Context: an optimization exercise on an open-source flow, tuned for small area and a short achievable clock period. The choices shown serve that exercise and are no tape-out recipe. Only simulation tests tie the RTL to the original design; equivalence was not proved.

==> flow/design.v (outline; a module is shown in full before it is edited, if it fits) <==
// module Filter_IIR: 3484 lines
// module iir_fa: 6 lines
// module iir_ha: 6 lines
module Filter_IIR(Output, Input, clk, reset);
  // ...
==> flow/flow/run.sh <==
#!/bin/bash
export BUFFER_PORTS_ARGS="-buffer_cell sky130_fd_sc_hd__buf_2"
bash standard.sh > standard.log 2>&1
==> flow/standard.sh <==
#!/bin/bash
# synth_recipe.tcl (not shown) runs the flow's synth.tcl, then flattens the netlist and writes it again
# the make line also repeats each setting of config.mk as NAME=value (left out here)
make -C /OpenROAD-flow-scripts/flow DESIGN_CONFIG=/design/flow/config.mk WORK_HOME=/design/flow/orfs CLKGATE_MAP_FILE= SYNTH_SCRIPT=/design/flow/synth_recipe.tcl "${@:-finish}"
==> flow/config.mk <==
export PLATFORM = sky130hd
export DESIGN_NAME = Filter_IIR
export DESIGN_NICKNAME = Filter_IIR
export VERILOG_FILES = /design/flow/design.v
export SDC_FILE = /design/flow/constraint.sdc
export NUM_CORES = 4
export LEC_CHECK = 0
export CAP_MARGIN = 20
export CORE_MARGIN = 2
export CORE_UTILIZATION = 40
export SLEW_MARGIN = 20
export SYNTH_HIERARCHICAL = 1
export SYNTH_MINIMUM_KEEP_SIZE = 0
==> flow/constraint.sdc <==
create_clock -name core_clock -period 40.0 [get_ports {clk}]
set_input_delay 8.0000 -clock core_clock [delete_from_list [all_inputs] [get_ports {clk}]]
set_output_delay 8.0000 -clock core_clock [all_outputs]
set_load 0.01 [all_outputs]
==> run notes, run 1 <==
outcome complete, no violations; area of the core 72,830 um2; M1 GR Usage 0.2349; count leader, synth fa_1; fraction of registers with async set/reset 1.000; metal2 WL 30.02 mm; cell mode on critical path a21oi_1; Tap Count 959; Met3 Wirelength 1.289 mm; crit path capture Output[28]; Commonest cells post-synth 789 x fa_1, 594 x inv_1, 320 x ha_1, 138 x dfrtp_1, 95 x xnor2_1; kind of critical path primary input to primary output; multi-input logic area 23,550 um2; met1 WL 25.73 mm; Fin. Hold Viols 0; residual DRC count 0; Initial Utilization 0.4030; CLK BUF 17; number of flops mapped to enable cells by yosys 0; Final Wtd Congestion 0.8488; total CTS buffers 17; row cnt 99; ANT cells 0; final antenna-violating net count 0; R2R Path End s3_d1[22]; Data buffer area share 0.01064; Worst slew margin 0.3813; CTS tree yes; ClkCell Share 0.02000; top-area cell type share of the netlist area 0.5381; Reg clk slew, reported paths 0.07 ns; Max-Cap Viols 0; drt first pass iters 5; Top FF cell, synth dfrtp_1
==> run 2: changes to the inputs <==
--- a/flow/design.v
+++ b/flow/design.v
@@ -2931,552 +2931,497 @@
   iir_fa un2920 (.a(n1224), .b(n2864), .c(n2919), .s(n2920), .co(n2921));
   wire n2922, n2923;
   iir_fa un2922 (.a(n1227), .b(n2865), .c(n2921), .s(n2922), .co(n2923));
   wire n2924 = ~n1227;
   wire n2925, n2926;
   iir_fa un2925 (.a(n2924), .b(n1229), .c(n2923), .s(n2925), .co(n2926));
   wire n2927 = n1229 ^ n1230;
   wire n2928 = n2927 ^ n2926;
-  wire n2929 = n1296 & n2845;
-  wire n2930 = n1298 & n2846;
-  wire n2931 = n1300 & n2847;
-  wire n2932 = n1302 & n2848;
-  wire n2933 = n1304 & n2849;
-  wire n2934 = n1306 & n2850;
-  wire n2935 = n1308 & n2851;
-  wire n2936 = n1310 & n2852;
-  wire n2937 = n1312 & n2853;
-  wire n2938 = n1314 & n2854;
-  wire n2939 = n1316 & n2855;
-  wire n2940 = n1318 & n2856;
-  wire n2941 = n1320 & n2857;
-  wire n2942 = n1322 & n2858;
-  wire n2943 = n1324 & n2859;
-  wire n2944 = n1326 & n2860;
-  wire n2945 = n1328 & ~n2861;
-  wire n2946 = n1330 & ~n2862;
-  wire n2947 = n1333 & n2863;
-  wire n2948 = ~n1336 & ~n2864;
-  wire n2949 = n1338 & ~n2865;
-  wire n2950 = ~n1338 & n1341;
-  wire n2951 = ~n1341 & ~n1344;
-  wire n2952 = n1344 & n1347;
-  wire n2953 = n1296 ^ n2845;
-  wire n2954 = n1298 ^ n2846;
-  wire n2955 = n1300 ^ n2847;
-  wire n2956 = n1302 ^ n2848;
-  wire n2957 = n1304 ^ n2849;
-  wire n2958 = n1306 ^ n2850;
-  wire n2959 = n1308 ^ n2851;
-  wire n2960 = n1310 ^ n2852;
-  wire n2961 = n1312 ^ n2853;
-  wire n2962 = n1314 ^ n2854;
-  wire n2963 = n1316 ^ n2855;
-  wire n2964 = n1318 ^ n2856;
-  wire n2965 = n1320 ^ n2857;
-  wire n2966 = n1322 ^ n2858;
-  wire n2967 = n1324 ^ n2859;
-  wire n2968 = n1326 ^ n2860;
-  wire n2969 = n1328 ^ n2861;
-  wire n2970 = n1330 ^ n2862;
-  wire n2971 = n1333 ^ n2863;
-  wire n2972 = n1336 ^ n2864;
-  wire n2973 = n1338 ^ n2865;
-  wire n2974 = n1338 ^ n1341;
-  wire n2975 = n1341 ^ n1344;
-  wire n2976 = n1344 ^ n1347;
-  wire n2977 = n2930 | (n2954 & n2929);
-  wire n2978 = n2932 | (n2956 & n2931);
-  wire n2979 = n2956 & n2955;
-  wire n2980 = n2934 | (n2958 & n2933);
-  wire n2981 = n2958 & n2957;
-  wire n2982 = n2936 | (n2960 & n2935);
-  wire n2983 = n2960 & n2959;
-  wire n2984 = n2938 | (n2962 & n2937);
-  wire n2985 = n2962 & n2961;
-  wire n2986 = n2940 | (n2964 & n2939);
-  wire n2987 = n2964 & n2963;
-  wire n2988 = n2942 | (n2966 & n2941);
-  wire n2989 = n2966 & n2965;
-  wire n2990 = n2944 | (n2968 & n2943);
-  wire n2991 = n2968 & n2967;
-  wire n2992 = n2946 | (~n2970 & n2945);
-  wire n2993 = ~n2970 & ~n2969;
-  wire n2994 = n2948 | (n2972 & n2947);
-  wire n2995 = n2972 & n2971;
-  wire n2996 = n2950 | (~n2974 & n2949);
-  wire n2997 = ~n2974 & ~n2973;
-  wire n2998 = n2952 | (n2976 & n2951);
-  wire n2999 = n2976 & n2975;
-  wire n3000 = n2931 | (n2955 & n2977);
-  wire n3001 = n2978 | (n2979 & n2977);
-  wire n3002 = n2935 | (n2959 & n2980);
-  wire n3003 = n2959 & n2981;
-  wire n3004 = n2982 | (n2983 & n2980);
-  wire n3005 = n2983 & n2981;
-  wire n3006 = n2939 | (n2963 & n2984);
-  wire n3007 = n2963 & n2985;
-  wire n3008 = n2986 | (n2987 & n2984);
-  wire n3009 = n2987 & n2985;
-  wire n3010 = n2943 | (n2967 & n2988);
-  wire n3011 = n2967 & n2989;
-  wire n3012 = n2990 | (n2991 & n2988);
-  wire n3013 = n2991 & n2989;
-  wire n3014 = n2947 | (n2971 & n2992);
-  wire n3015 = n2971 & n2993;
-  wire n3016 = n2994 | (n2995 & n2992);
-  wire n3017 = n2995 & n2993;
-  wire n3018 = n2951 | (n2975 & n2996);
-  wire n3019 = n2975 & n2997;
-  wire n3020 = n2998 | (n2999 & n2996);
-  wire n3021 = n2999 & n2997;
-  wire n3022 = n2933 | (n2957 & n3001);
-  wire n3023 = n2980 | (n2981 & n3001);
-  wire n3024 = n3002 | (n3003 & n3001);
-  wire n3025 = n3004 | (n3005 & n3001);
-  wire n3026 = n2941 | (n2965 & n3008);
-  wire n3027 = n2965 & n3009;
-  wire n3028 = n2988 | (n2989 & n3008);
-  wire n3029 = n2989 & n3009;
-  wire n3030 = n3010 | (n3011 & n3008);
-  wire n3031 = n3011 & n3009;
-  wire n3032 = n3012 | (n3013 & n3008);
-  wire n3033 = n3013 & n3009;
-  wire n3034 = n2949 | (~n2973 & n3016);
-  wire n3035 = ~n2973 & n3017;
-  wire n3036 = n2996 | (n2997 & n3016);
-  wire n3037 = n2997 & n3017;
-  wire n3038 = n3018 | (n3019 & n3016);
-  wire n3039 = n3019 & n3017;
-  wire n3040 = n3020 | (n3021 & n3016);
-  wire n3041 = n3021 & n3017;
-  wire n3042 = n2937 | (n2961 & n3025);
-  wire n3043 = n2984 | (n2985 & n3025);
-  wire n3044 = n3006 | (n3007 & n3025);
-  wire n3045 = n3008 | (n3009 & n3025);
-  wire n3046 = n3026 | (n3027 & n3025);
-  wire n3047 = n3028 | (n3029 & n3025);
-  wire n3048 = n3030 | (n3031 & n3025);
-  wire n3049 = n3032 | (n3033 & n3025);
-  wire n3050 = n2945 | (~n2969 & n3049);
-  wire n3051 = n2992 | (n2993 & n3049);
-  wire n3052 = n3014 | (n3015 & n3049);
-  wire n3053 = n3016 | (n3017 & n3049);
-  wire n3054 = n3034 | (n3035 & n3049);
-  wire n3055 = n3036 | (n3037 & n3049);
-  wire n3056 = n3038 | (n3039 & n3049);
-  wire n3057 = n3040 | (n3041 & n3049);
-  wire n3058 = n2954 ^ n2929;
-  wire n3059 = n2955 ^ n2977;
-  wire n3060 = n2956 ^ n3000;
-  wire n3061 = n2957 ^ n3001;
-  wire n3062 = n2958 ^ n3022;
-  wire n3063 = n2959 ^ n3023;
-  wire n3064 = n2960 ^ n3024;
-  wire n3065 = n2961 ^ n3025;
-  wire n3066 = n2962 ^ n3042;
-  wire n3067 = n2963 ^ n3043;
-  wire n3068 = n2964 ^ n3044;
-  wire n3069 = n2965 ^ n3045;
-  wire n3070 = n2966 ^ n3046;
-  wire n3071 = n2967 ^ n3047;
-  wire n3072 = n2968 ^ n3048;
-  wire n3073 = n2969 ^ n3049;
-  wire n3074 = n2970 ^ n3050;
-  wire n3075 = n2971 ^ n3051;
-  wire n3076 = n2972 ^ n3052;
-  wire n3077 = n2973 ^ n3053;
-  wire n3078 = n2974 ^ n3054;
-  wire n3079 = n2975 ^ n3055;
-  wire n3080 = n2976 ^ n3056;
-  wire n3081 = n2953 & n3059;
-  wire n3082 = n3058 & n3060;
-  wire n3083 = n3059 & n3061;
-  wire n3084 = n3060 & n3062;
-  wire n3085 = n3061 & n3063;
-  wire n3086 = n3062 & n3064;
-  wire n3087 = n3063 & n3065;
-  wire n3088 = n3064 & n3066;
-  wire n3089 = n3065 & n3067;
-  wire n3090 = n3066 & n3068;
-  wire n3091 = n3067 & n3069;
-  wire n3092 = n3068 & n3070;
-  wire n3093 = n3069 & n3071;
-  wire n3094 = n3070 & n3072;
-  wire n3095 = n3071 & ~n3073;
-  wire n3096 = n3072 & ~n3074;
-  wire n3097 = ~n3073 & n3075;
-  wire n3098 = n3076 & ~n3074;
-  wire n3099 = ~n3077 & n3075;
-  wire n3100 = ~n3078 & n3076;
-  wire n3101 = n3079 & ~n3077;
-  wire n3102 = n3080 & ~n3078;
-  wire n3103 = ~n3080 & ~n3079;
-  wire n3104 = n3079 & ~n3080;
-  wire n3105 = n2953 ^ n3059;
-  wire n3106 = n3058 ^ n3060;
-  wire n3107 = n3059 ^ n3061;
-  wire n3108 = n3060 ^ n3062;
-  wire n3109 = n3061 ^ n3063;
-  wire n3110 = n3062 ^ n3064;
-  wire n3111 = n3063 ^ n3065;
-  wire n3112 = n3064 ^ n3066;
-  wire n3113 = n3065 ^ n3067;
-  wire n3114 = n3066 ^ n3068;
-  wire n3115 = n3067 ^ n3069;
-  wire n3116 = n3068 ^ n3070;
-  wire n3117 = n3069 ^ n3071;
-  wire n3118 = n3070 ^ n3072;
-  wire n3119 = n3071 ^ n3073;
-  wire n3120 = n3072 ^ n3074;
-  wire n3121 = n3073 ^ n3075;
-  wire n3122 = n3076 ^ n3074;
-  wire n3123 = n3077 ^ n3075;
-  wire n3124 = n3078 ^ n3076;
-  wire n3125 = n3079 ^ n3077;
-  wire n3126 = n3080 ^ n3078;
-  wire n3127 = n3080 ^ n3079;
-  wire n3128 = n3079 ^ n3080;
-  wire n3129 = n3082 | (n3106 & n3081);
-  wire n3130 = n3106 & n3105;
-  wire n3131 = n3084 | (n3108 & n3083);
-  wire n3132 = n3108 & n3107;
-  wire n3133 = n3086 | (n3110 & n3085);
-  wire n3134 = n3110 & n3109;
-  wire n3135 = n3088 | (n3112 & n3087);
-  wire n3136 = n3112 & n3111;
-  wire n3137 = n3090 | (n3114 & n3089);
-  wire n3138 = n3114 & n3113;
-  wire n3139 = n3092 | (n3116 & n3091);
-  wire n3140 = n3116 & n3115;
-  wire n3141 = n3094 | (n3118 & n3093);
-  wire n3142 = n3118 & n3117;
-  wire n3143 = n3096 | (~n3120 & n3095);
-  wire n3144 = ~n3120 & ~n3119;
-  wire n3145 = n3098 | (~n3122 & n3097);
-  wire n3146 = ~n3122 & ~n3121;
-  wire n3147 = n3100 | (~n3124 & n3099);
-  wire n3148 = ~n3124 & ~n3123;
-  wire n3149 = n3102 | (~n3126 & n3101);
-  wire n3150 = ~n3126 & ~n3125;
-  wire n3151 = n3104 | (~n3128 & n3103);
-  wire n3152 = ~n3128 & n3127;
-  wire n3153 = n3085 | (n3109 & n3131);
-  wire n3154 = n3109 & n3132;
-  wire n3155 = n3133 | (n3134 & n3131);
-  wire n3156 = n3134 & n3132;
-  wire n3157 = n3089 | (n3113 & n3135);
-  wire n3158 = n3113 & n3136;
-  wire n3159 = n3137 | (n3138 & n3135);
-  wire n3160 = n3138 & n3136;
-  wire n3161 = n3093 | (n3117 & n3139);
-  wire n3162 = n3117 & n3140;
-  wire n3163 = n3141 | (n3142 & n3139);
-  wire n3164 = n3142 & n3140;
-  wire n3165 = n3097 | (~n3121 & n3143);
-  wire n3166 = ~n3121 & n3144;
-  wire n3167 = n3145 | (n3146 & n3143);
-  wire n3168 = n3146 & n3144;
-  wire n3169 = n3101 | (~n3125 & n3147);
-  wire n3170 = ~n3125 & n3148;
-  wire n3171 = n3149 | (n3150 & n3147);
-  wire n3172 = n3150 & n3148;
-  wire n3173 = n3083 | (n3107 & n3129);
-  wire n3174 = n3131 | (n3132 & n3129);
-  wire n3175 = n3153 | (n3154 & n3129);
-  wire n3176 = n3155 | (n3156 & n3129);
-  wire n3177 = n3091 | (n3115 & n3159);
-  wire n3178 = n3115 & n3160;
-  wire n3179 = n3139 | (n3140 & n3159);
-  wire n3180 = n3140 & n3160;
-  wire n3181 = n3161 | (n3162 & n3159);
-  wire n3182 = n3162 & n3160;
-  wire n3183 = n3163 | (n3164 & n3159);
-  wire n3184 = n3164 & n3160;
-  wire n3185 = n3099 | (~n3123 & n3167);
-  wire n3186 = ~n3123 & n3168;
-  wire n3187 = n3147 | (n3148 & n3167);
-  wire n3188 = n3148 & n3168;
-  wire n3189 = n3169 | (n3170 & n3167);
-  wire n3190 = n3170 & n3168;
-  wire n3191 = n3171 | (n3172 & n3167);
-  wire n3192 = n3172 & n3168;
-  wire n3193 = n3087 | (n3111 & n3176);
-  wire n3194 = n3135 | (n3136 & n3176);
-  wire n3195 = n3157 | (n3158 & n3176);
-  wire n3196 = n3159 | (n3160 & n3176);
-  wire n3197 = n3177 | (n3178 & n3176);
-  wire n3198 = n3179 | (n3180 & n3176);
-  wire n3199 = n3181 | (n3182 & n3176);
-  wire n3200 = n3183 | (n3184 & n3176);
-  wire n3201 = n3103 | (n3127 & n3191);
-  wire n3202 = n3127 & n3192;
-  wire n3203 = n3151 | (n3152 & n3191);
-  wire n3204 = n3152 & n3192;
-  wire n3205 = n3151 | (n3152 & n3191);
-  wire n3206 = n3152 & n3192;
-  wire n3207 = n3151 | (n3152 & n3191);
-  wire n3208 = n3152 & n3192;
-  wire n3209 = n3151 | (n3152 & n3191);
-  wire n3210 = n3152 & n3192;
-  wire n3211 = n3151 | (n3152 & n3191);
-  wire n3212 = n3152 & n3192;
-  wire n3213 = n3095 | (~n3119 & n3200);
-  wire n3214 = n3143 | (n3144 & n3200);
-  wire n3215 = n3165 | (n3166 & n3200);
-  wire n3216 = n3167 | (n3168 & n3200);
-  wire n3217 = n3185 | (n3186 & n3200);
-  wire n3218 = n3187 | (n3188 & n3200);
-  wire n3219 = n3189 | (n3190 & n3200);
-  wire n3220 = n3191 | (n3192 & n3200);
-  wire n3221 = n3201 | (n3202 & n3200);
-  wire n3222 = n3203 | (n3204 & n3200);
-  wire n3223 = n3205 | (n3206 & n3200);
-  wire n3224 = n3207 | (n3208 & n3200);
-  wire n3225 = n3209 | (n3210 & n3200);
-  wire n3226 = n3211 | (n3212 & n3200);
-  wire n3227 = n3106 ^ n3081;
-  wire n3228 = n3107 ^ n3129;
-  wire n3229 = n3108 ^ n3173;
-  wire n3230 = n3109 ^ n3174;
-  wire n3231 = n3110 ^ n3175;
-  wire n3232 = n3111 ^ n3176;
-  wire n3233 = n3112 ^ n3193;
-  wire n3234 = n3113 ^ n3194;
-  wire n3235 = n3114 ^ n3195;
-  wire n3236 = n3115 ^ n3196;
-  wire n3237 = n3116 ^ n3197;
-  wire n3238 = n3117 ^ n3198;
-  wire n3239 = n3118 ^ n3199;
-  wire n3240 = n3119 ^ n3200;
-  wire n3241 = n3120 ^ n3213;
-  wire n3242 = n3121 ^ n3214;
-  wire n3243 = n3122 ^ n3215;
-  wire n3244 = n3123 ^ n3216;
-  wire n3245 = n3124 ^ n3217;
-  wire n3246 = n3125 ^ n3218;
-  wire n3247 = n3126 ^ n3219;
-  wire n3248 = n3127 ^ n3220;
-  wire n3249 = n3128 ^ n3221;
-  wire n3250 = n1936 ^ n3233;
-  wire n3251 = ~n1936 & n3233;
-  wire n3252, n3253;
-  iir_fa un3252 (.a(n1939), .b(n3234), .c(n3251), .s(n3252), .co(n3253));
-  wire n3254, n3255;
-  iir_fa un3254 (.a(n1941), .b(n3235), .c(n3253), .s(n3254), .co(n3255));
-  wire n3256, n3257;
-  iir_fa un3256 (.a(n1943), .b(n3236), .c(n3255), .s(n3256), .co(n3257));
-  wire n3258, n3259;
-  iir_fa un3258 (.a(n1945), .b(n3237), .c(n3257), .s(n3258), .co(n3259));
-  wire n3260, n3261;
-  iir_fa un3260 (.a(n1947), .b(n3238), .c(n3259), .s(n3260), .co(n3261));
-  wire n3262, n3263;
-  iir_fa un3262 (.a(n1949), .b(n3239), .c(n3261), .s(n3262), .co(n3263));
-  wire n3264 = ~n3240;
-  wire n3265, n3266;
-  iir_fa un3265 (.a(n1951), .b(n3264), .c(n3263), .s(n3265), .co(n3266));
-  wire n3267 = ~n3241;
-  wire n3268, n3269;
-  iir_fa un3268 (.a(n1953), .b(n3267), .c(n3266), .s(n3268), .co(n3269));
-  wire n3270 = ~n3242;
-  wire n3271, n3272;
-  iir_fa un3271 (.a(n1955), .b(n3270), .c(n3269), .s(n3271), .co(n3272));
-  wire n3273 = ~n3243;
-  wire n3274, n3275;
-  iir_fa un3274 (.a(n1957), .b(n3273), .c(n3272), .s(n3274), .co(n3275));
-  wire n3276 = ~n3244;
-  wire n3277, n3278;
-  iir_fa un3277 (.a(n1959), .b(n3276), .c(n3275), .s(n3277), .co(n3278));
-  wire n3279 = ~n3245;
-  wire n3280, n3281;
-  iir_fa un3280 (.a(n1961), .b(n3279), .c(n3278), .s(n3280), .co(n3281));
-  wire n3282 = ~n3246;
-  wire n3283, n3284;
-  iir_fa un3283 (.a(n1963), .b(n3282), .c(n3281), .s(n3283), .co(n3284));
-  wire n3285 = ~n3247;
-  wire n3286, n3287;
-  iir_fa un3286 (.a(n1965), .b(n3285), .c(n3284), .s(n3286), .co(n3287));
-  wire n3288, n3289;
-  iir_fa un3288 (.a(n1967), .b(n3248), .c(n3287), .s(n3288), .co(n3289));
-  wire n3290 = ~n3249;
-  wire n3291, n3292;
-  iir_fa un3291 (.a(n1969), .b(n3290), .c(n3289), .s(n3291), .co(n3292));
-  wire n3293 = ~n3222;
-  wire n3294, n3295;
-  iir_fa un3294 (.a(n1972), .b(n3293), .c(n3292), .s(n3294), .co(n3295));
-  wire n3296 = ~n3223;
-  wire n3297, n3298;
-  iir_fa un3297 (.a(n1975), .b(n3296), .c(n3295), .s(n3297), .co(n3298));
-  wire n3299 = ~n3224;
-  wire n3300, n3301;
-  iir_fa un3300 (.a(n1978), .b(n3299), .c(n3298), .s(n3300), .co(n3301));
-  wire n3302 = ~n1981;
-  wire n3303, n3304;
-  iir_fa un3303 (.a(n3302), .b(n3225), .c(n3301), .s(n3303), .co(n3304));
-  wire n3305, n3306;
-  iir_fa un3305 (.a(n1981), .b(n1983), .c(n3304), .s(n3305), .co(n3306));
-  wire n3307 = n1983 ^ n1984;
-  wire n3308 = n3307 ^ n3306;
-  wire n3309 = ~n2034 & n3233;
-  wire n3310 = n2036 & n3234;
-  wire n3311 = n2038 & n3235;
-  wire n3312 = n2040 & n3236;
-  wire n3313 = n2042 & n3237;
-  wire n3314 = n2044 & n3238;
-  wire n3315 = n2046 & n3239;
-  wire n3316 = n2048 & ~n3240;
-  wire n3317 = n2050 & ~n3241;
-  wire n3318 = n2052 & ~n3242;
-  wire n3319 = n2054 & ~n3243;
-  wire n3320 = n2056 & ~n3244;
-  wire n3321 = n2058 & ~n3245;
-  wire n3322 = n2060 & ~n3246;
-  wire n3323 = n2062 & ~n3247;
-  wire n3324 = n2064 & n3248;
-  wire n3325 = n2066 & ~n3249;
-  wire n3326 = n2068 & ~n3222;
-  wire n3327 = n2070 & ~n3223;
-  wire n3328 = n2072 & ~n3224;
-  wire n3329 = ~n2074 & n3225;
-  wire n3330 = n2074 & ~n2077;
-  wire n3331 = n2077 & ~n2080;
-  wire n3332 = n2080 & n2083;
-  wire n3333 = n2034 ^ n3233;
-  wire n3334 = n2036 ^ n3234;
-  wire n3335 = n2038 ^ n3235;
-  wire n3336 = n2040 ^ n3236;
-  wire n3337 = n2042 ^ n3237;
-  wire n3338 = n2044 ^ n3238;
-  wire n3339 = n2046 ^ n3239;
-  wire n3340 = n2048 ^ n3240;
-  wire n3341 = n2050 ^ n3241;
-  wire n3342 = n2052 ^ n3242;
-  wire n3343 = n2054 ^ n3243;
-  wire n3344 = n2056 ^ n3244;
-  wire n3345 = n2058 ^ n3245;
-  wire n3346 = n2060 ^ n3246;
-  wire n3347 = n2062 ^ n3247;
-  wire n3348 = n2064 ^ n3248;
-  wire n3349 = n2066 ^ n3249;
-  wire n3350 = n2068 ^ n3222;
-  wire n3351 = n2070 ^ n3223;
-  wire n3352 = n2072 ^ n3224;
-  wire n3353 = n2074 ^ n3225;
-  wire n3354 = n2074 ^ n2077;
-  wire n3355 = n2077 ^ n2080;
-  wire n3356 = n2080 ^ n2083;
-  wire n3357 = n3310 | (n3334 & n3309);
-  wire n3358 = n3312 | (n3336 & n3311);
-  wire n3359 = n3336 & n3335;
-  wire n3360 = n3314 | (n3338 & n3313);
-  wire n3361 = n3338 & n3337;
-  wire n3362 = n3316 | (~n3340 & n3315);
-  wire n3363 = ~n3340 & n3339;
-  wire n3364 = n3318 | (~n3342 & n3317);
-  wire n3365 = ~n3342 & ~n3341;
-  wire n3366 = n3320 | (~n3344 & n3319);
-  wire n3367 = ~n3344 & ~n3343;
-  wire n3368 = n3322 | (~n3346 & n3321);
-  wire n3369 = ~n3346 & ~n3345;
-  wire n3370 = n3324 | (n3348 & n3323);
-  wire n3371 = n3348 & ~n3347;
-  wire n3372 = n3326 | (~n3350 & n3325);
-  wire n3373 = ~n3350 & ~n3349;
-  wire n3374 = n3328 | (~n3352 & n3327);
-  wire n3375 = ~n3352 & ~n3351;
-  wire n3376 = n3330 | (~n3354 & n3329);
-  wire n3377 = ~n3354 & ~n3353;
-  wire n3378 = n3332 | (n3356 & n3331);
-  wire n3379 = n3356 & ~n3355;
-  wire n3380 = n3311 | (n3335 & n3357);
-  wire n3381 = n3358 | (n3359 & n3357);
-  wire n3382 = n3315 | (n3339 & n3360);
-  wire n3383 = n3339 & n3361;
-  wire n3384 = n3362 | (n3363 & n3360);
-  wire n3385 = n3363 & n3361;
-  wire n3386 = n3319 | (~n3343 & n3364);
-  wire n3387 = ~n3343 & n3365;
-  wire n3388 = n3366 | (n3367 & n3364);
-  wire n3389 = n3367 & n3365;
-  wire n3390 = n3323 | (~n3347 & n3368);
-  wire n3391 = ~n3347 & n3369;
-  wire n3392 = n3370 | (n3371 & n3368);
-  wire n3393 = n3371 & n3369;
-  wire n3394 = n3327 | (~n3351 & n3372);
-  wire n3395 = ~n3351 & n3373;
-  wire n3396 = n3374 | (n3375 & n3372);
-  wire n3397 = n3375 & n3373;
-  wire n3398 = n3331 | (~n3355 & n3376);
-  wire n3399 = ~n3355 & n3377;
-  wire n3400 = n3378 | (n3379 & n3376);
-  wire n3401 = n3379 & n3377;
-  wire n3402 = n3313 | (n3337 & n3381);
-  wire n3403 = n3360 | (n3361 & n3381);
-  wire n3404 = n3382 | (n3383 & n3381);
-  wire n3405 = n3384 | (n3385 & n3381);
-  wire n3406 = n3321 | (~n3345 & n3388);
-  wire n3407 = ~n3345 & n3389;
-  wire n3408 = n3368 | (n3369 & n3388);
-  wire n3409 = n3369 & n3389;
-  wire n3410 = n3390 | (n3391 & n3388);
-  wire n3411 = n3391 & n3389;
-  wire n3412 = n3392 | (n3393 & n3388);
-  wire n3413 = n3393 & n3389;
-  wire n3414 = n3329 | (~n3353 & n3396);
-  wire n3415 = ~n3353 & n3397;
-  wire n3416 = n3376 | (n3377 & n3396);
-  wire n3417 = n3377 & n3397;
-  wire n3418 = n3398 | (n3399 & n3396);
-  wire n3419 = n3399 & n3397;
-  wire n3420 = n3400 | (n3401 & n3396);
-  wire n3421 = n3401 & n3397;
-  wire n3422 = n3317 | (~n3341 & n3405);
-  wire n3423 = n3364 | (n3365 & n3405);
-  wire n3424 = n3386 | (n3387 & n3405);
-  wire n3425 = n3388 | (n3389 & n3405);
-  wire n3426 = n3406 | (n3407 & n3405);
-  wire n3427 = n3408 | (n3409 & n3405);
-  wire n3428 = n3410 | (n3411 & n3405);
-  wire n3429 = n3412 | (n3413 & n3405);
-  wire n3430 = n3325 | (~n3349 & n3429);
-  wire n3431 = n3372 | (n3373 & n3429);
-  wire n3432 = n3394 | (n3395 & n3429);
-  wire n3433 = n3396 | (n3397 & n3429);
-  wire n3434 = n3414 | (n3415 & n3429);
-  wire n3435 = n3416 | (n3417 & n3429);
-  wire n3436 = n3418 | (n3419 & n3429);
-  wire n3437 = n3420 | (n3421 & n3429);
-  wire n3438 = n3334 ^ n3309;
-  wire n3439 = n3335 ^ n3357;
-  wire n3440 = n3336 ^ n3380;
-  wire n3441 = n3337 ^ n3381;
-  wire n3442 = n3338 ^ n3402;
-  wire n3443 = n3339 ^ n3403;
-  wire n3444 = n3340 ^ n3404;
-  wire n3445 = n3341 ^ n3405;
-  wire n3446 = n3342 ^ n3422;
-  wire n3447 = n3343 ^ n3423;
-  wire n3448 = n3344 ^ n3424;
-  wire n3449 = n3345 ^ n3425;
-  wire n3450 = n3346 ^ n3426;
-  wire n3451 = n3347 ^ n3427;
-  wire n3452 = n3348 ^ n3428;
-  wire n3453 = n3349 ^ n3429;
-  wire n3454 = n3350 ^ n3430;
-  wire n3455 = n3351 ^ n3431;
-  wire n3456 = n3352 ^ n3432;
-  wire n3457 = n3353 ^ n3433;
-  wire n3458 = n3354 ^ n3434;
-  wire n3459 = n3355 ^ n3435;
-  wire n3460 = n3356 ^ n3436;
+  wire n2929, n2930;
+  iir_ha un2929 (.a(n1296), .b(n1300), .s(n2929), .co(n2930));
+  wire n2931, n2932;
+  iir_fa un2931 (.a(n1298), .b(n1302), .c(n2846), .s(n2931), .co(n2932));
+  wire n2933, n2934;
+  iir_fa un2933 (.a(n1300), .b(n1304), .c(n2847), .s(n2933), .co(n2934));
+  wire n2935, n2936;
+  iir_fa un2935 (.a(n1302), .b(n1306), .c(n2850), .s(n2935), .co(n2936));
+  wire n2937, n2938;
+  iir_fa un2937 (.a(n1304), .b(n1308), .c(n2849), .s(n2937), .co(n2938));
+  wire n2939, n2940;
+  iir_fa un2939 (.a(n1306), .b(n1310), .c(n2850), .s(n2939), .co(n2940));
+  wire n2941, n2942;
+  iir_fa un2941 (.a(n1308), .b(n1312), .c(n2851), .s(n2941), .co(n2942));
+  wire n2943, n2944;
+  iir_fa un2943 (.a(n1310), .b(n1314), .c(n2852), .s(n2943), .co(n2944));
+  wire n2945, n2946;
+  iir_fa un2945 (.a(n1312), .b(n1316), .c(n2853), .s(n2945), .co(n2946));
+  wire n2947, n2948;
+  iir_fa un2947 (.a(n1314), .b(n1318), .c(n2854), .s(n2947), .co(n2948));
+  wire n2949, n2950;
+  iir_fa un2949 (.a(n1316), .b(n1320), .c(n2855), .s(n2949), .co(n2950));
+  wire n2951, n2952;
+  iir_fa un2951 (.a(n1318), .b(n1322), .c(n2856), .s(n2951), .co(n2952));
+  wire n2953, n2954;
+  iir_fa un2953 (.a(n1320), .b(n1324), .c(n2857), .s(n2953), .co(n2954));
+  wire n2955, n2956;
+  iir_fa un2955 (.a(n1322), .b(n1326), .c(n2858), .s(n2955), .co(n2956));
+  wire n2957, n2958;
+  iir_fa un2957 (.a(n1324), .b(n1328), .c(n2859), .s(n2957), .co(n2958));
+  wire n2959, n2960;
+  iir_fa un2959 (.a(n1326), .b(n1330), .c(n2860), .s(n2959), .co(n2960));
+  wire n2961, n2962;
+  iir_fa un2961 (.a(n1328), .b(n1333), .c(n2863), .s(n2961), .co(n2962));
+  wire n2963, n2964;
+  iir_fa un2963 (.a(n1336), .b(n2864), .c(n2862), .s(n2963), .co(n2964));
+  wire n2965, n2966;
+  iir_fa un2965 (.a(n1333), .b(n1338), .c(n2865), .s(n2965), .co(n2966));
+  wire n2967 = ~n1341;
+  wire n2968, n2969;
+  iir_fa un2968 (.a(n1333), .b(n1336), .c(n2967), .s(n2968), .co(n2969));
+  wire n2970 = ~n1344;
+  wire n2971, n2972;
+  iir_fa un2971 (.a(n1336), .b(n1338), .c(n2970), .s(n2971), .co(n2972));
+  wire n2973, n2974;
+  iir_ha un2973 (.a(n2929), .b(n2845), .s(n2973), .co(n2974));
+  wire n2975, n2976;
+  iir_fa un2975 (.a(n2930), .b(n2931), .c(n2848), .s(n2975), .co(n2976));
+  wire n2977, n2978;
+  iir_fa un2977 (.a(n2932), .b(n2849), .c(n2933), .s(n2977), .co(n2978));
+  wire n2979, n2980;
+  iir_fa un2979 (.a(n2848), .b(n2934), .c(n2935), .s(n2979), .co(n2980));
+  wire n2981, n2982;
+  iir_fa un2981 (.a(n2851), .b(n2936), .c(n2937), .s(n2981), .co(n2982));
+  wire n2983, n2984;
+  iir_fa un2983 (.a(n2938), .b(n2939), .c(n2852), .s(n2983), .co(n2984));
+  wire n2985, n2986;
+  iir_fa un2985 (.a(n2940), .b(n2853), .c(n2941), .s(n2985), .co(n2986));
+  wire n2987, n2988;
+  iir_fa un2987 (.a(n2942), .b(n2854), .c(n2943), .s(n2987), .co(n2988));
+  wire n2989, n2990;
+  iir_fa un2989 (.a(n2944), .b(n2945), .c(n2855), .s(n2989), .co(n2990));
+  wire n2991, n2992;
+  iir_fa un2991 (.a(n2946), .b(n2947), .c(n2856), .s(n2991), .co(n2992));
+  wire n2993, n2994;
+  iir_fa un2993 (.a(n2948), .b(n2949), .c(n2857), .s(n2993), .co(n2994));
+  wire n2995, n2996;
+  iir_fa un2995 (.a(n2950), .b(n2951), .c(n2858), .s(n2995), .co(n2996));
+  wire n2997, n2998;
+  iir_fa un2997 (.a(n2952), .b(n2953), .c(n2859), .s(n2997), .co(n2998));
+  wire n2999, n3000;
+  iir_fa un2999 (.a(n2954), .b(n2955), .c(n2860), .s(n2999), .co(n3000));
+  wire n3001 = ~n2861;
+  wire n3002, n3003;
+  iir_fa un3002 (.a(n2956), .b(n3001), .c(n2957), .s(n3002), .co(n3003));
+  wire n3004 = ~n2862;
+  wire n3005, n3006;
+  iir_fa un3005 (.a(n3004), .b(n2958), .c(n2959), .s(n3005), .co(n3006));
+  wire n3007 = ~n2861;
+  wire n3008, n3009;
+  iir_fa un3008 (.a(n3007), .b(n2960), .c(n2961), .s(n3008), .co(n3009));
+  wire n3010 = ~n2963;
+  wire n3011, n3012;
+  iir_fa un3011 (.a(n1330), .b(n2962), .c(n3010), .s(n3011), .co(n3012));
+  wire n3013 = ~n2863;
+  wire n3014, n3015;
+  iir_fa un3014 (.a(n3013), .b(n2964), .c(n2965), .s(n3014), .co(n3015));
+  wire n3016 = ~n2968;
+  wire n3017, n3018;
+  iir_fa un3017 (.a(n3016), .b(n2864), .c(n2966), .s(n3017), .co(n3018));
+  wire n3019 = ~n2969;
+  wire n3020, n3021;
+  iir_fa un3020 (.a(n3019), .b(n2971), .c(n2865), .s(n3020), .co(n3021));
+  wire n3022 = ~n1347;
+  wire n3023, n3024;
+  iir_fa un3023 (.a(n1341), .b(n3022), .c(n2972), .s(n3023), .co(n3024));
+  wire n3025 = n1296 & n2845;
+  wire n3026 = n1298 & n2846;
+  wire n3027 = n2973 & n2847;
+  wire n3028 = n2974 & n2975;
+  wire n3029 = n2976 & n2977;
+  wire n3030 = n2978 & n2979;
+  wire n3031 = n2980 & n2981;
+  wire n3032 = n2982 & n2983;
+  wire n3033 = n2984 & n2985;
+  wire n3034 = n2986 & n2987;
+  wire n3035 = n2988 & n2989;
+  wire n3036 = n2990 & n2991;
+  wire n3037 = n2992 & n2993;
+  wire n3038 = n2994 & n2995;
+  wire n3039 = n2996 & n2997;
+  wire n3040 = n2998 & n2999;
+  wire n3041 = n3000 & n3002;
+  wire n3042 = n3003 & n3005;
+  wire n3043 = n3006 & n3008;
+  wire n3044 = n3009 & n3011;
+  wire n3045 = n3012 & ~n3014;
+  wire n3046 = ~n3015 & ~n3017;
+  wire n3047 = ~n3018 & ~n3020;
+  wire n3048 = ~n3021 & ~n3023;
+  wire n3049 = ~n3024 & ~n1344;
+  wire n3050 = n1344 & n1347;
+  wire n3051 = n1296 ^ n2845;
+  wire n3052 = n1298 ^ n2846;
+  wire n3053 = n2973 ^ n2847;
+  wire n3054 = n2974 ^ n2975;
+  wire n3055 = n2976 ^ n2977;
+  wire n3056 = n2978 ^ n2979;
+  wire n3057 = n2980 ^ n2981;
+  wire n3058 = n2982 ^ n2983;
+  wire n3059 = n2984 ^ n2985;
+  wire n3060 = n2986 ^ n2987;
+  wire n3061 = n2988 ^ n2989;
+  wire n3062 = n2990 ^ n2991;
+  wire n3063 = n2992 ^ n2993;
+  wire n3064 = n2994 ^ n2995;
+  wire n3065 = n2996 ^ n2997;
+  wire n3066 = n2998 ^ n2999;
+  wire n3067 = n3000 ^ n3002;
+  wire n3068 = n3003 ^ n3005;
+  wire n3069 = n3006 ^ n3008;
+  wire n3070 = n3009 ^ n3011;
+  wire n3071 = n3012 ^ n3014;
+  wire n3072 = n3015 ^ n3017;
+  wire n3073 = n3018 ^ n3020;
+  wire n3074 = n3021 ^ n3023;
+  wire n3075 = n3024 ^ n1344;
+  wire n3076 = n1344 ^ n1347;
+  wire n3077 = n3026 | (n3052 & n3025);
+  wire n3078 = n3028 | (n3054 & n3027);
+  wire n3079 = n3054 & n3053;
+  wire n3080 = n3030 | (n3056 & n3029);
+  wire n3081 = n3056 & n3055;
+  wire n3082 = n3032 | (n3058 & n3031);
+  wire n3083 = n3058 & n3057;
+  wire n3084 = n3034 | (n3060 & n3033);
+  wire n3085 = n3060 & n3059;
+  wire n3086 = n3036 | (n3062 & n3035);
+  wire n3087 = n3062 & n3061;
+  wire n3088 = n3038 | (n3064 & n3037);
+  wire n3089 = n3064 & n3063;
+  wire n3090 = n3040 | (n3066 & n3039);
+  wire n3091 = n3066 & n3065;
+  wire n3092 = n3042 | (n3068 & n3041);
+  wire n3093 = n3068 & n3067;
+  wire n3094 = n3044 | (n3070 & n3043);
+  wire n3095 = n3070 & n3069;
+  wire n3096 = n3046 | (n3072 & n3045);
+  wire n3097 = n3072 & ~n3071;
+  wire n3098 = n3048 | (n3074 & n3047);
+  wire n3099 = n3074 & n3073;
+  wire n3100 = n3050 | (n3076 & n3049);
+  wire n3101 = n3076 & n3075;
+  wire n3102 = n3027 | (n3053 & n3077);
+  wire n3103 = n3078 | (n3079 & n3077);
+  wire n3104 = n3031 | (n3057 & n3080);
+  wire n3105 = n3057 & n3081;
+  wire n3106 = n3082 | (n3083 & n3080);
+  wire n3107 = n3083 & n3081;
+  wire n3108 = n3035 | (n3061 & n3084);
+  wire n3109 = n3061 & n3085;
+  wire n3110 = n3086 | (n3087 & n3084);
+  wire n3111 = n3087 & n3085;
+  wire n3112 = n3039 | (n3065 & n3088);
+  wire n3113 = n3065 & n3089;
+  wire n3114 = n3090 | (n3091 & n3088);
+  wire n3115 = n3091 & n3089;
+  wire n3116 = n3043 | (n3069 & n3092);
+  wire n3117 = n3069 & n3093;
+  wire n3118 = n3094 | (n3095 & n3092);
+  wire n3119 = n3095 & n3093;
+  wire n3120 = n3047 | (n3073 & n3096);
+  wire n3121 = n3073 & n3097;
+  wire n3122 = n3098 | (n3099 & n3096);
+  wire n3123 = n3099 & n3097;
+  wire n3124 = n3029 | (n3055 & n3103);
+  wire n3125 = n3080 | (n3081 & n3103);
+  wire n3126 = n3104 | (n3105 & n3103);
+  wire n3127 = n3106 | (n3107 & n3103);
+  wire n3128 = n3037 | (n3063 & n3110);
+  wire n3129 = n3063 & n3111;
+  wire n3130 = n3088 | (n3089 & n3110);
+  wire n3131 = n3089 & n3111;
+  wire n3132 = n3112 | (n3113 & n3110);
+  wire n3133 = n3113 & n3111;
+  wire n3134 = n3114 | (n3115 & n3110);
+  wire n3135 = n3115 & n3111;
+  wire n3136 = n3045 | (~n3071 & n3118);
+  wire n3137 = ~n3071 & n3119;
+  wire n3138 = n3096 | (n3097 & n3118);
+  wire n3139 = n3097 & n3119;
+  wire n3140 = n3120 | (n3121 & n3118);
+  wire n3141 = n3121 & n3119;
+  wire n3142 = n3122 | (n3123 & n3118);
+  wire n3143 = n3123 & n3119;
+  wire n3144 = n3033 | (n3059 & n3127);
+  wire n3145 = n3084 | (n3085 & n3127);
+  wire n3146 = n3108 | (n3109 & n3127);
+  wire n3147 = n3110 | (n3111 & n3127);
+  wire n3148 = n3128 | (n3129 & n3127);
+  wire n3149 = n3130 | (n3131 & n3127);
+  wire n3150 = n3132 | (n3133 & n3127);
+  wire n3151 = n3134 | (n3135 & n3127);
+  wire n3152 = n3049 | (n3075 & n3142);
+  wire n3153 = n3075 & n3143;
+  wire n3154 = n3100 | (n3101 & n3142);
+  wire n3155 = n3101 & n3143;
+  wire n3156 = n3100 | (n3101 & n3142);
+  wire n3157 = n3101 & n3143;
+  wire n3158 = n3100 | (n3101 & n3142);
+  wire n3159 = n3101 & n3143;
+  wire n3160 = n3100 | (n3101 & n3142);
+  wire n3161 = n3101 & n3143;
+  wire n3162 = n3100 | (n3101 & n3142);
+  wire n3163 = n3101 & n3143;
+  wire n3164 = n3041 | (n3067 & n3151);
+  wire n3165 = n3092 | (n3093 & n3151);
+  wire n3166 = n3116 | (n3117 & n3151);
+  wire n3167 = n3118 | (n3119 & n3151);
+  wire n3168 = n3136 | (n3137 & n3151);
+  wire n3169 = n3138 | (n3139 & n3151);
+  wire n3170 = n3140 | (n3141 & n3151);
+  wire n3171 = n3142 | (n3143 & n3151);
+  wire n3172 = n3152 | (n3153 & n3151);
+  wire n3173 = n3154 | (n3155 & n3151);
+  wire n3174 = n3156 | (n3157 & n3151);
+  wire n3175 = n3158 | (n3159 & n3151);
+  wire n3176 = n3160 | (n3161 & n3151);
+  wire n3177 = n3162 | (n3163 & n3151);
+  wire n3178 = n3052 ^ n3025;
+  wire n3179 = n3053 ^ n3077;
+  wire n3180 = n3054 ^ n3102;
+  wire n3181 = n3055 ^ n3103;
+  wire n3182 = n3056 ^ n3124;
+  wire n3183 = n3057 ^ n3125;
+  wire n3184 = n3058 ^ n3126;
+  wire n3185 = n3059 ^ n3127;
+  wire n3186 = n3060 ^ n3144;
+  wire n3187 = n3061 ^ n3145;
+  wire n3188 = n3062 ^ n3146;
+  wire n3189 = n3063 ^ n3147;
+  wire n3190 = n3064 ^ n3148;
+  wire n3191 = n3065 ^ n3149;
+  wire n3192 = n3066 ^ n3150;
+  wire n3193 = n3067 ^ n3151;
+  wire n3194 = n3068 ^ n3164;
+  wire n3195 = n3069 ^ n3165;
+  wire n3196 = n3070 ^ n3166;
+  wire n3197 = n3071 ^ n3167;
+  wire n3198 = n3072 ^ n3168;
+  wire n3199 = n3073 ^ n3169;
+  wire n3200 = n3074 ^ n3170;
+  wire n3201 = n3075 ^ n3171;
+  wire n3202 = n3076 ^ n3172;
+  wire n3203 = n1936 ^ n3186;
+  wire n3204 = ~n1936 & n3186;
+  wire n3205, n3206;
+  iir_fa un3205 (.a(n1939), .b(n3187), .c(n3204), .s(n3205), .co(n3206));
+  wire n3207, n3208;
+  iir_fa un3207 (.a(n1941), .b(n3188), .c(n3206), .s(n3207), .co(n3208));
+  wire n3209, n3210;
+  iir_fa un3209 (.a(n1943), .b(n3189), .c(n3208), .s(n3209), .co(n3210));
+  wire n3211, n3212;
+  iir_fa un3211 (.a(n1945), .b(n3190), .c(n3210), .s(n3211), .co(n3212));
+  wire n3213, n3214;
+  iir_fa un3213 (.a(n1947), .b(n3191), .c(n3212), .s(n3213), .co(n3214));
+  wire n3215, n3216;
+  iir_fa un3215 (.a(n1949), .b(n3192), .c(n3214), .s(n3215), .co(n3216));
+  wire n3217, n3218;
+  iir_fa un3217 (.a(n1951), .b(n3193), .c(n3216), .s(n3217), .co(n3218));
+  wire n3219, n3220;
+  iir_fa un3219 (.a(n1953), .b(n3194), .c(n3218), .s(n3219), .co(n3220));
+  wire n3221, n3222;
+  iir_fa un3221 (.a(n1955), .b(n3195), .c(n3220), .s(n3221), .co(n3222));
+  wire n3223, n3224;
+  iir_fa un3223 (.a(n1957), .b(n3196), .c(n3222), .s(n3223), .co(n3224));
+  wire n3225 = ~n3197;
+  wire n3226, n3227;
+  iir_fa un3226 (.a(n1959), .b(n3225), .c(n3224), .s(n3226), .co(n3227));
+  wire n3228, n3229;
+  iir_fa un3228 (.a(n1961), .b(n3198), .c(n3227), .s(n3228), .co(n3229));
+  wire n3230, n3231;
+  iir_fa un3230 (.a(n1963), .b(n3199), .c(n3229), .s(n3230), .co(n3231));
+  wire n3232, n3233;
+  iir_fa un3232 (.a(n1965), .b(n3200), .c(n3231), .s(n3232), .co(n3233));
+  wire n3234, n3235;
+  iir_fa un3234 (.a(n1967), .b(n3201), .c(n3233), .s(n3234), .co(n3235));
+  wire n3236, n3237;
+  iir_fa un3236 (.a(n1969), .b(n3202), .c(n3235), .s(n3236), .co(n3237));
+  wire n3238 = ~n3173;
+  wire n3239, n3240;
+  iir_fa un3239 (.a(n1972), .b(n3238), .c(n3237), .s(n3239), .co(n3240));
+  wire n3241 = ~n3174;
+  wire n3242, n3243;
+  iir_fa un3242 (.a(n1975), .b(n3241), .c(n3240), .s(n3242), .co(n3243));
+  wire n3244 = ~n3175;
+  wire n3245, n3246;
+  iir_fa un3245 (.a(n1978), .b(n3244), .c(n3243), .s(n3245), .co(n3246));
+  wire n3247 = ~n1981;
+  wire n3248, n3249;
+  iir_fa un3248 (.a(n3247), .b(n3176), .c(n3246), .s(n3248), .co(n3249));
+  wire n3250, n3251;
+  iir_fa un3250 (.a(n1981), .b(n1983), .c(n3249), .s(n3250), .co(n3251));
+  wire n3252 = n1983 ^ n1984;
+  wire n3253 = n3252 ^ n3251;
+  wire n3254 = ~n2034 & n3186;
+  wire n3255 = n2036 & n3187;
+  wire n3256 = n2038 & n3188;
+  wire n3257 = n2040 & n3189;
+  wire n3258 = n2042 & n3190;
+  wire n3259 = n2044 & n3191;
+  wire n3260 = n2046 & n3192;
+  wire n3261 = n2048 & n3193;
+  wire n3262 = n2050 & n3194;
+  wire n3263 = n2052 & n3195;
+  wire n3264 = n2054 & n3196;
+  wire n3265 = n2056 & ~n3197;
+  wire n3266 = n2058 & n3198;
+  wire n3267 = n2060 & n3199;
+  wire n3268 = n2062 & n3200;
+  wire n3269 = n2064 & n3201;
+  wire n3270 = n2066 & n3202;
+  wire n3271 = n2068 & ~n3173;
+  wire n3272 = n2070 & ~n3174;
+  wire n3273 = n2072 & ~n3175;
+  wire n3274 = ~n2074 & n3176;
+  wire n3275 = n2074 & ~n2077;
+  wire n3276 = n2077 & ~n2080;
+  wire n3277 = n2080 & n2083;
+  wire n3278 = n2034 ^ n3186;
+  wire n3279 = n2036 ^ n3187;
+  wire n3280 = n2038 ^ n3188;
+  wire n3281 = n2040 ^ n3189;
+  wire n3282 = n2042 ^ n3190;
+  wire n3283 = n2044 ^ n3191;
+  wire n3284 = n2046 ^ n3192;
+  wire n3285 = n2048 ^ n3193;
+  wire n3286 = n2050 ^ n3194;
+  wire n3287 = n2052 ^ n3195;
+  wire n3288 = n2054 ^ n3196;
+  wire n3289 = n2056 ^ n3197;
+  wire n3290 = n2058 ^ n3198;
+  wire n3291 = n2060 ^ n3199;
+  wire n3292 = n2062 ^ n3200;
+  wire n3293 = n2064 ^ n3201;
+  wire n3294 = n2066 ^ n3202;
+  wire n3295 = n2068 ^ n3173;
+  wire n3296 = n2070 ^ n3174;
+  wire n3297 = n2072 ^ n3175;
+  wire n3298 = n2074 ^ n3176;
+  wire n3299 = n2074 ^ n2077;
+  wire n3300 = n2077 ^ n2080;
+  wire n3301 = n2080 ^ n2083;
+  wire n3302 = n3255 | (n3279 & n3254);
+  wire n3303 = n3257 | (n3281 & n3256);
+  wire n3304 = n3281 & n3280;
+  wire n3305 = n3259 | (n3283 & n3258);
+  wire n3306 = n3283 & n3282;
+  wire n3307 = n3261 | (n3285 & n3260);
+  wire n3308 = n3285 & n3284;
+  wire n3309 = n3263 | (n3287 & n3262);
+  wire n3310 = n3287 & n3286;
+  wire n3311 = n3265 | (~n3289 & n3264);
+  wire n3312 = ~n3289 & n3288;
+  wire n3313 = n3267 | (n3291 & n3266);
+  wire n3314 = n3291 & n3290;
+  wire n3315 = n3269 | (n3293 & n3268);
+  wire n3316 = n3293 & n3292;
+  wire n3317 = n3271 | (~n3295 & n3270);
+  wire n3318 = ~n3295 & n3294;
+  wire n3319 = n3273 | (~n3297 & n3272);
+  wire n3320 = ~n3297 & ~n3296;
+  wire n3321 = n3275 | (~n3299 & n3274);
+  wire n3322 = ~n3299 & ~n3298;
+  wire n3323 = n3277 | (n3301 & n3276);
+  wire n3324 = n3301 & ~n3300;
+  wire n3325 = n3256 | (n3280 & n3302);
+  wire n3326 = n3303 | (n3304 & n3302);
+  wire n3327 = n3260 | (n3284 & n3305);
+  wire n3328 = n3284 & n3306;
+  wire n3329 = n3307 | (n3308 & n3305);
+  wire n3330 = n3308 & n3306;
+  wire n3331 = n3264 | (n3288 & n3309);
+  wire n3332 = n3288 & n3310;
+  wire n3333 = n3311 | (n3312 & n3309);
+  wire n3334 = n3312 & n3310;
+  wire n3335 = n3268 | (n3292 & n3313);
+  wire n3336 = n3292 & n3314;
+  wire n3337 = n3315 | (n3316 & n3313);
+  wire n3338 = n3316 & n3314;
+  wire n3339 = n3272 | (~n3296 & n3317);
+  wire n3340 = ~n3296 & n3318;
+  wire n3341 = n3319 | (n3320 & n3317);
+  wire n3342 = n3320 & n3318;
+  wire n3343 = n3276 | (~n3300 & n3321);
+  wire n3344 = ~n3300 & n3322;
+  wire n3345 = n3323 | (n3324 & n3321);
+  wire n3346 = n3324 & n3322;
+  wire n3347 = n3258 | (n3282 & n3326);
+  wire n3348 = n3305 | (n3306 & n3326);
+  wire n3349 = n3327 | (n3328 & n3326);
+  wire n3350 = n3329 | (n3330 & n3326);
+  wire n3351 = n3266 | (n3290 & n3333);
+  wire n3352 = n3290 & n3334;
+  wire n3353 = n3313 | (n3314 & n3333);
+  wire n3354 = n3314 & n3334;
+  wire n3355 = n3335 | (n3336 & n3333);
+  wire n3356 = n3336 & n3334;
+  wire n3357 = n3337 | (n3338 & n3333);
+  wire n3358 = n3338 & n3334;
+  wire n3359 = n3274 | (~n3298 & n3341);
+  wire n3360 = ~n3298 & n3342;
+  wire n3361 = n3321 | (n3322 & n3341);
+  wire n3362 = n3322 & n3342;
+  wire n3363 = n3343 | (n3344 & n3341);
+  wire n3364 = n3344 & n3342;
+  wire n3365 = n3345 | (n3346 & n3341);
+  wire n3366 = n3346 & n3342;
+  wire n3367 = n3262 | (n3286 & n3350);
+  wire n3368 = n3309 | (n3310 & n3350);
+  wire n3369 = n3331 | (n3332 & n3350);
+  wire n3370 = n3333 | (n3334 & n3350);
+  wire n3371 = n3351 | (n3352 & n3350);
+  wire n3372 = n3353 | (n3354 & n3350);
+  wire n3373 = n3355 | (n3356 & n3350);
+  wire n3374 = n3357 | (n3358 & n3350);
+  wire n3375 = n3270 | (n3294 & n3374);
+  wire n3376 = n3317 | (n3318 & n3374);
+  wire n3377 = n3339 | (n3340 & n3374);
+  wire n3378 = n3341 | (n3342 & n3374);
+  wire n3379 = n3359 | (n3360 & n3374);
+  wire n3380 = n3361 | (n3362 & n3374);
+  wire n3381 = n3363 | (n3364 & n3374);
+  wire n3382 = n3365 | (n3366 & n3374);
+  wire n3383 = n3279 ^ n3254;
+  wire n3384 = n3280 ^ n3302;
+  wire n3385 = n3281 ^ n3325;
+  wire n3386 = n3282 ^ n3326;
+  wire n3387 = n3283 ^ n3347;
+  wire n3388 = n3284 ^ n3348;
+  wire n3389 = n3285 ^ n3349;
+  wire n3390 = n3286 ^ n3350;
+  wire n3391 = n3287 ^ n3367;
+  wire n3392 = n3288 ^ n3368;
+  wire n3393 = n3289 ^ n3369;
+  wire n3394 = n3290 ^ n3370;
+  wire n3395 = n3291 ^ n3371;
+  wire n3396 = n3292 ^ n3372;
+  wire n3397 = n3293 ^ n3373;
+  wire n3398 = n3294 ^ n3374;
+  wire n3399 = n3295 ^ n3375;
+  wire n3400 = n3296 ^ n3376;
+  wire n3401 = n3297 ^ n3377;
+  wire n3402 = n3298 ^ n3378;
+  wire n3403 = n3299 ^ n3379;
+  wire n3404 = n3300 ^ n3380;
+  wire n3405 = n3301 ^ n3381;
   wire [22:0] s1_w = {~n2337, n2334, ~n2331, ~n2328, ~n2325, ~n2322, ~n2319, ~n2316, ~n2313, ~n2310, ~n2307, ~n2304, ~n2301, ~n2298, ~n2295, ~n2292, ~n2289, ~n2286, ~n2283, ~n2280, ~n2278, n2275, ~n2272};
   wire [22:0] s2_w = {n2928, ~n2925, ~n2922, ~n2920, n2917, n2914, n2911, n2908, n2906, n2904, n2902, n2899, n2896, n2893, n2890, n2887, n2884, n2881, n2878, n2875, n2872, n2869, n2866};
-  wire [22:0] s3_w = {~n3308, n3305, n3303, n3300, n3297, n3294, n3291, n3288, n3286, n3283, n3280, n3277, n3274, n3271, n3268, n3265, n3262, n3260, n3258, n3256, n3254, n3252, ~n3250};
-  wire [23:0] y = {n3460, ~n3459, ~n3458, ~n3457, ~n3456, ~n3455, ~n3454, ~n3453, n3452, ~n3451, ~n3450, ~n3449, ~n3448, ~n3447, ~n3446, ~n3445, ~n3444, n3443, n3442, n3441, n3440, n3439, n3438, ~n3333};
+  wire [22:0] s3_w = {~n3253, n3250, n3248, n3245, n3242, n3239, n3236, n3234, n3232, n3230, n3228, n3226, n3223, n3221, n3219, n3217, n3215, n3213, n3211, n3209, n3207, n3205, ~n3203};
+  wire [23:0] y = {n3405, ~n3404, ~n3403, ~n3402, ~n3401, ~n3400, ~n3399, n3398, n3397, n3396, n3395, n3394, ~n3393, n3392, n3391, n3390, n3389, n3388, n3387, n3386, n3385, n3384, n3383, ~n3278};
   assign Output = {{8{y[23]}}, y};
   always @(posedge clk or negedge reset)
     if (~reset) begin s1_d1 <= 23'd0; s1_d2 <= 23'd0; end
     else begin s1_d1 <= s1_w; s1_d2 <= s1_d1; end
   always @(posedge clk or negedge reset)
     if (~reset) begin s2_d1 <= 23'd0; s2_d2 <= 23'd0; end
     else begin s2_d1 <= s2_w; s2_d2 <= s2_d1; end
   always @(posedge clk or negedge reset)
==> run 2 against run 1 <==
Against the previous run:
- clock skew down 0.0051 ns
- register-to-register slack worse by 0.06 ns
- synthesized cell count down 2.6%
- critical path type is now flip-flop to primary output
==> run notes, run 2 <==
CTS sink count 138; Hold Path Class flip-flop to flip-flop; Root Driver clkbuf_16; Hold Slack 0.3904 ns; Yosys reg bits 138; residual DRC count 0 (unchanged); num ports 66; filler instances 6,726; count leader, synth fa_1; most frequent cells in the layout 825 x fa_1, 585 x inv_1, 301 x ha_1, 138 x dfrtp_1, 81 x xnor2_1; skew final 0.01552 ns; final antenna-violating net count 0 (unchanged); kind of critical path flip-flop to primary output; setup TNS 0 ns; Required @ worst endpoint 32.00 ns; Vias/cell 4.838; wirelength, routed 61.93 mm; Seq/Total Area, Yosys 0.1171; CTS tree yes; data arrival time of the worst path 22.34 ns; crit start category flip-flop; Final nets 3,574; drt first-iter violations 712; Worst slew margin 0.3383 (-0.04296); CTS max path bufs 2; cts hold-fix bufs 0; RSZ-0062 raised after global routing no; Post-Syn Area 29,480 um2; max incr delay on CP 0.68 ns; Post-Syn Area per Cell 12.53 um2; Commonest cells post-synth 825 x fa_1, 585 x inv_1, 301 x ha_1, 138 x dfrtp_1, 81 x xnor2_1; die area 75,890 um2; Max Freq 32.97 MHz; Final Wtd Congestion 0.8908 (+4.9%); port bufs 64; area of the core 72,960 um2 (+0.17%); global route overflow 0; total CTS buffers 17 (unchanged); vias in the first global route 19,830; Fin. Hold Viols 0 (unchanged); Sequential Area 3453 um2; multi-input logic area 23,650 um2 (+0.43%); Initial Utilization 0.4041 (+0.001065); top-area cell type share of the netlist area 0.5602 (+0.02211); Final setup viols 0; ANT cells 0 (unchanged); min Tclk post-route 30.34 ns; Post-Syn Nets 3,513; Critical Path End Type primary output; Core Util, Final 0.4307; die height 275.5 um; Post-DP Area 30,840 um2; synth top area cells fa_1 56%, ha_1 13%, dfrtp_1 12%; most common cell after layout, fill and taps aside fa_1; dominant cell type by area after synthesis fa_1; fraction of registers with async set/reset 1.000 (unchanged); pin count of the biggest net entering global routing 76; CP Max Fanout 9; drt first pass iters 4 (-1); Max-Cap Viols 0 (unchanged); initial antenna violation count 1; Worst-Margin Slew 0.9854 ns; Distinct cells, synth 66; Slew Limit Fails 0; Slowest cell on crit path xor2_1; Top FF cell, synth dfrtp_1; cell mode on critical path fa_1; H-tree depth 4; CTS resizes 0; row cnt 99 (unchanged); CP delay by family, top adder cells; Worst-Skew Late Latency 0.49 ns; Reg clk slew, reported paths 0.06 ns (about the same); outcome complete, no violations; Bufs and invs on worst path 5; area grow syn2layout 6.582%; total global-route track usage 0.1830; postcts setup bufs 0; fraction of layout instances using a drive strength above 1 0.05109; number of flops mapped to enable cells by yosys 0 (unchanged); Final period util 0.7584; DPL Wire Length 56.40 mm; total number of vias 16,380; first-pass GRT wire length 105.5 mm; die width 275.5 um; WL per Instance 18.29 um; number of synthesis warnings 7; Mapped Cells 2,353; Layout Cell Area excl Fill 31,420 um2
run 2: metrics by stage:
stage,instances,setup slack (ns)
after global placement,3354,9.750
after floorplan,2353,11.67
after detailed placement,3354,9.572
final,3386,9.665
after CTS,3386,9.314
after global routing,3386,8.222
run 2: cell families (layout without fill, tap and decap cells):
logic type / count (synthesis) / after routing / synth area share
mux: 1 / 1 / 0.0003395
xor+xnor: 126 / 126 / 0.03768
simple gates: 155 / 155 / 0.02720
buf+inv: 610 / 684 / 0.08072
fa+ha+maj: 1143 / 1143 / 0.6937
flops: 138 / 138 / 0.1171
compound gates: 180 / 180 / 0.04324
run 2: worst paths after layout:
kind / endpoint / slack [ns] / cells past startpoint / startpoint
worst min register to register: s1_d2[22] / 0.39 / 0 / s1_d1[22]
worst min-delay path: s1_d2[22] / 0.39 / 0 / s1_d1[22]
worst max register to register: s3_d1[22] / 14.72 / 72 / s1_d2[2]
worst max-delay path: Output[29] / 9.66 / 72 / s1_d2[2]
max in group asynchronous: s1_d1[21] / 31.39 / 2 / reset
min in group asynchronous: s2_d2[6] / 7.49 / 1 / reset
run 2: final cells by class:
class | count | share of cell area
clock buffer | 18 | 0.01398
tap | 959 | 0.03818
multi-input combinational | 1605 | 0.7526
inverter | 586 | 0.07000
sequential | 138 | 0.1099
clock inverter | 14 | 0.004340
timing repair buffer | 66 | 0.01099
run 2: modules after synthesis, one instance, submodules excluded:
module / flops+latches / copies in the design
Filter_IIR: 138 / 1
iir_fa: 0 / 812
iir_ha: 0 / 89
run 2: metal layers:
| metal | vias up | share of wire | track usage |
|---|---|---|---|
| met2 | 207 | 0.52 | 0.3168 |
| met4 | 2 | 0.017 | 0.03784 |
| met5 | - | 0.00013 | 0 |
| met3 | 67 | 0.041 | 0.03749 |
| li1 | 7251 | - | - |
| met1 | 8855 | 0.42 | 0.2384 |
==> run 3: changes to the inputs <==
--- a/flow/config.mk
+++ b/flow/config.mk
@@ -8,6 +8,8 @@
 export CAP_MARGIN = 20
 export CORE_MARGIN = 2
 export CORE_UTILIZATION = 40
+export CTS_BUF_LIST = sky130_fd_sc_hd__clkbuf_8
+export CTS_CLUSTER_SIZE = 30
 export SLEW_MARGIN = 20
 export SYNTH_HIERARCHICAL = 1
 export SYNTH_MINIMUM_KEEP_SIZE = 0
==> run 3 against run 2 <==
Against the previous run:
- largest cell class unchanged
- via count up 0.12%
- count of clock-buffer cells in the layout unchanged
- maximum frequency down 0.44%
- cell area down 0.61%
- flip-flop and latch count unchanged
- final cell count unchanged
- clock skew up 0.0081 ns
- routed wire length about the same
- worst setup slack worse by 0.14 ns
- still clean
- global-route usage about the same
- area after synthesis unchanged
==> run notes, run 3 <==
outcome complete, no violations; row cnt 99 (unchanged); Hold Path Class flip-flop to flip-flop; total CTS buffers 17 (unchanged); total number of vias 16,400 (+0.12%); final antenna-violating net count 0 (unchanged); most frequent cells in the layout 825 x fa_1, 585 x inv_1, 301 x ha_1, 138 x dfrtp_1, 81 x xnor2_1; Mapped Cells 2,353 (unchanged); Distinct cells, synth 66 (unchanged); Reg clk slew, reported paths 0.09 ns (+0.03 ns); cell mode on critical path fa_1; CTS sink count 138 (unchanged); pin count of the biggest net entering global routing 76 (unchanged); die width 275.5 um (unchanged); Vias/cell 4.844 (+0.12%); number of synthesis warnings 7 (unchanged); num ports 66 (unchanged); flop2flop setup slack 14.63 ns (-0.09 ns); drt first pass iters 4 (unchanged); number of flops mapped to enable cells by yosys 0 (unchanged); CP Max Fanout 9 (unchanged); drt first-iter violations 629 (-12%); top sig layer met5; Initial Utilization 0.4041 (unchanged); Worst-Skew Late Latency 0.57 ns (+0.08 ns); count leader, synth fa_1; dominant cell type by area after synthesis fa_1; RSZ-0062 raised after global routing no; Required @ worst endpoint 32.00 ns (about the same); WL per Instance 18.28 um (about the same); area of the core 72,960 um2 (unchanged); kind of critical path flip-flop to primary output; crit start category flip-flop; cts hold-fix bufs 0 (unchanged); synth top area cells fa_1 56%, ha_1 13%, dfrtp_1 12%; number of instances in the placed design 3,354 (unchanged); first-pass GRT wire length 105.2 mm (-0.25%); Post-Syn Area 29,480 um2 (unchanged); Final Wtd Congestion 0.8908 (unchanged); Final period util 0.7618 (+0.003383); postcts setup bufs 0 (unchanged); fraction of layout instances using a drive strength above 1 0.05109 (unchanged); Slew Limit Fails 0 (unchanged); Root Driver clkbuf_8; area grow syn2layout 5.933%; metal2 WL 32.18 mm (about the same); Fin. Hold Viols 0 (unchanged); Seq/Total Area, Yosys 0.1171 (unchanged); ANT cells 0 (unchanged); Top FF cell, synth dfrtp_1; initial antenna violation count 1 (unchanged); Worst Reg-to-Reg Cells 73 (+1.4%); Post-Syn Nets 3,513 (unchanged); min Tclk post-route 30.47 ns (+0.1353 ns); port bufs 64 (unchanged); die height 275.5 um (unchanged); Worst-Margin Slew 0.9924 ns (+0.006953 ns); min-delay src s1_d1[22]; met1 WL 26.04 mm (-0.58%); residual DRC count 0 (unchanged); R2R Path End s3_d1[22]; Met3 Wirelength 2.509 mm (about the same); max incr delay on CP 0.69 ns (about the same); CTS resizes 0 (unchanged); Commonest cells post-synth 825 x fa_1, 585 x inv_1, 301 x ha_1, 138 x dfrtp_1, 81 x xnor2_1; setup TNS 0 ns (unchanged); Final nets 3,574 (unchanged); skew final 0.02359 ns (+0.008077 ns); Max Freq 32.82 MHz (-0.44%)
run 3: worst max-delay path: cells and delay by family (launching register included):
kind            cells  cell delay [ns]
fa+ha+maj          36            14.33
compound gates     17             3.79
xor+xnor            3             1.62
simple gates       11             1.14
buf+inv             5             0.62
flops               1             0.41
run 3: logic make-up (layout without fill, tap and decap cells):
| family | count (synthesis) | count (layout) | synth area share |
|---|---|---|---|
| AO/OA/AOI/OAI | 180 | 180 | 0.04324 |
| XOR/XNOR | 126 | 126 | 0.03768 |
| adder cells (fa/ha/maj) | 1143 | 1143 | 0.6937 |
| buffers and inverters | 610 | 684 | 0.08072 |
| flip-flops | 138 | 138 | 0.1171 |
| multiplexers | 1 | 1 | 0.0003395 |
| AND/OR/NAND/NOR | 155 | 155 | 0.02720 |
run 3: area by class of cell:
type | instances | area, um2
Tap cell | 959 | 1200
Fill cell | 6748 | 41730
Clock inverter | 14 | 136.4
Timing Repair Buffer | 66 | 345.3
Clock buffer | 18 | 247.7
Multi-Input combinational cell | 1605 | 23650
Inverter | 586 | 2200
Sequential cell | 138 | 3453
run 3: Yosys stat by module (local to each module, per instance):
module	copies in the design	area, um2	cells inside
iir_ha	89	12.51	1
Filter_IIR	1	12110	1452
iir_fa	812	20.02	1
run 3: metal layers:
metal  GRT usage  up-vias
met5           0        -
met4     0.04225        2
met3     0.03445       74
met2      0.3168      233
met1      0.2384     8834
li1            -     7259
run 3: worst max path at each step:
stage	startpoint	endpoint	slack (ns)	depth (start not counted)
after global placement	Input[9]	Output[30]	9.75	56
after global routing	s1_d2[2]	Output[25]	8.06	72
after detailed placement	Input[9]	Output[24]	9.57	56
after floorplan	Input[9]	Output[23]	11.67	55
final	s1_d2[2]	Output[29]	9.53	72
after CTS	s1_d2[2]	Output[24]	9.15	72
run 3: metrics by stage:
step | cell area, um2 | worst slack, ns
finish | 31230 | 9.529
global route | 31230 | 8.064
CTS | 31230 | 9.154
detailed placement | 30840 | 9.572
global placement | 30840 | 9.750
floorplan | 29480 | 11.67

-- static timing again, ports no longer ideal --
The flow's constraints put no driver on any port. The routed layouts listed below were extracted and timed again, unchanged, in two steps.
Step 1 assumes that a clkbuf_16 drives the clock port and a buf_2 every other input.
Step 2 moves the port delays by t, midway between the first and last clock arrival at a register: inputs arrive t later, outputs are due t later. That takes back most of the time a late clock gives input paths.
a / b / c = ideal ports / drivers / drivers and shift; a / b = the first two.
run | shift t [ns] | slack for setup (ns) | slew at the worst register clock pin (ns) | worst slew at a driven data input, ns | pins driven straight from the clock port
run 1 | 0.548 | 8.880 / 8.855 / 8.855 | 0.08 / 0.08 | 0.04 | 1
run 2 | 0.534 | 9.665 / 9.613 / 9.774 | 0.07 / 0.07 | 0.09 | 1
run 3 | 0.612 | 9.529 / 9.476 / 9.685 | 0.10 / 0.10 | 0.09 | 1
After both steps setup and hold are still met in every run listed. For run 1, which loses most, drivers alone change the setup slack by -0.025 ns; drivers and shift together by -0.025 ns.
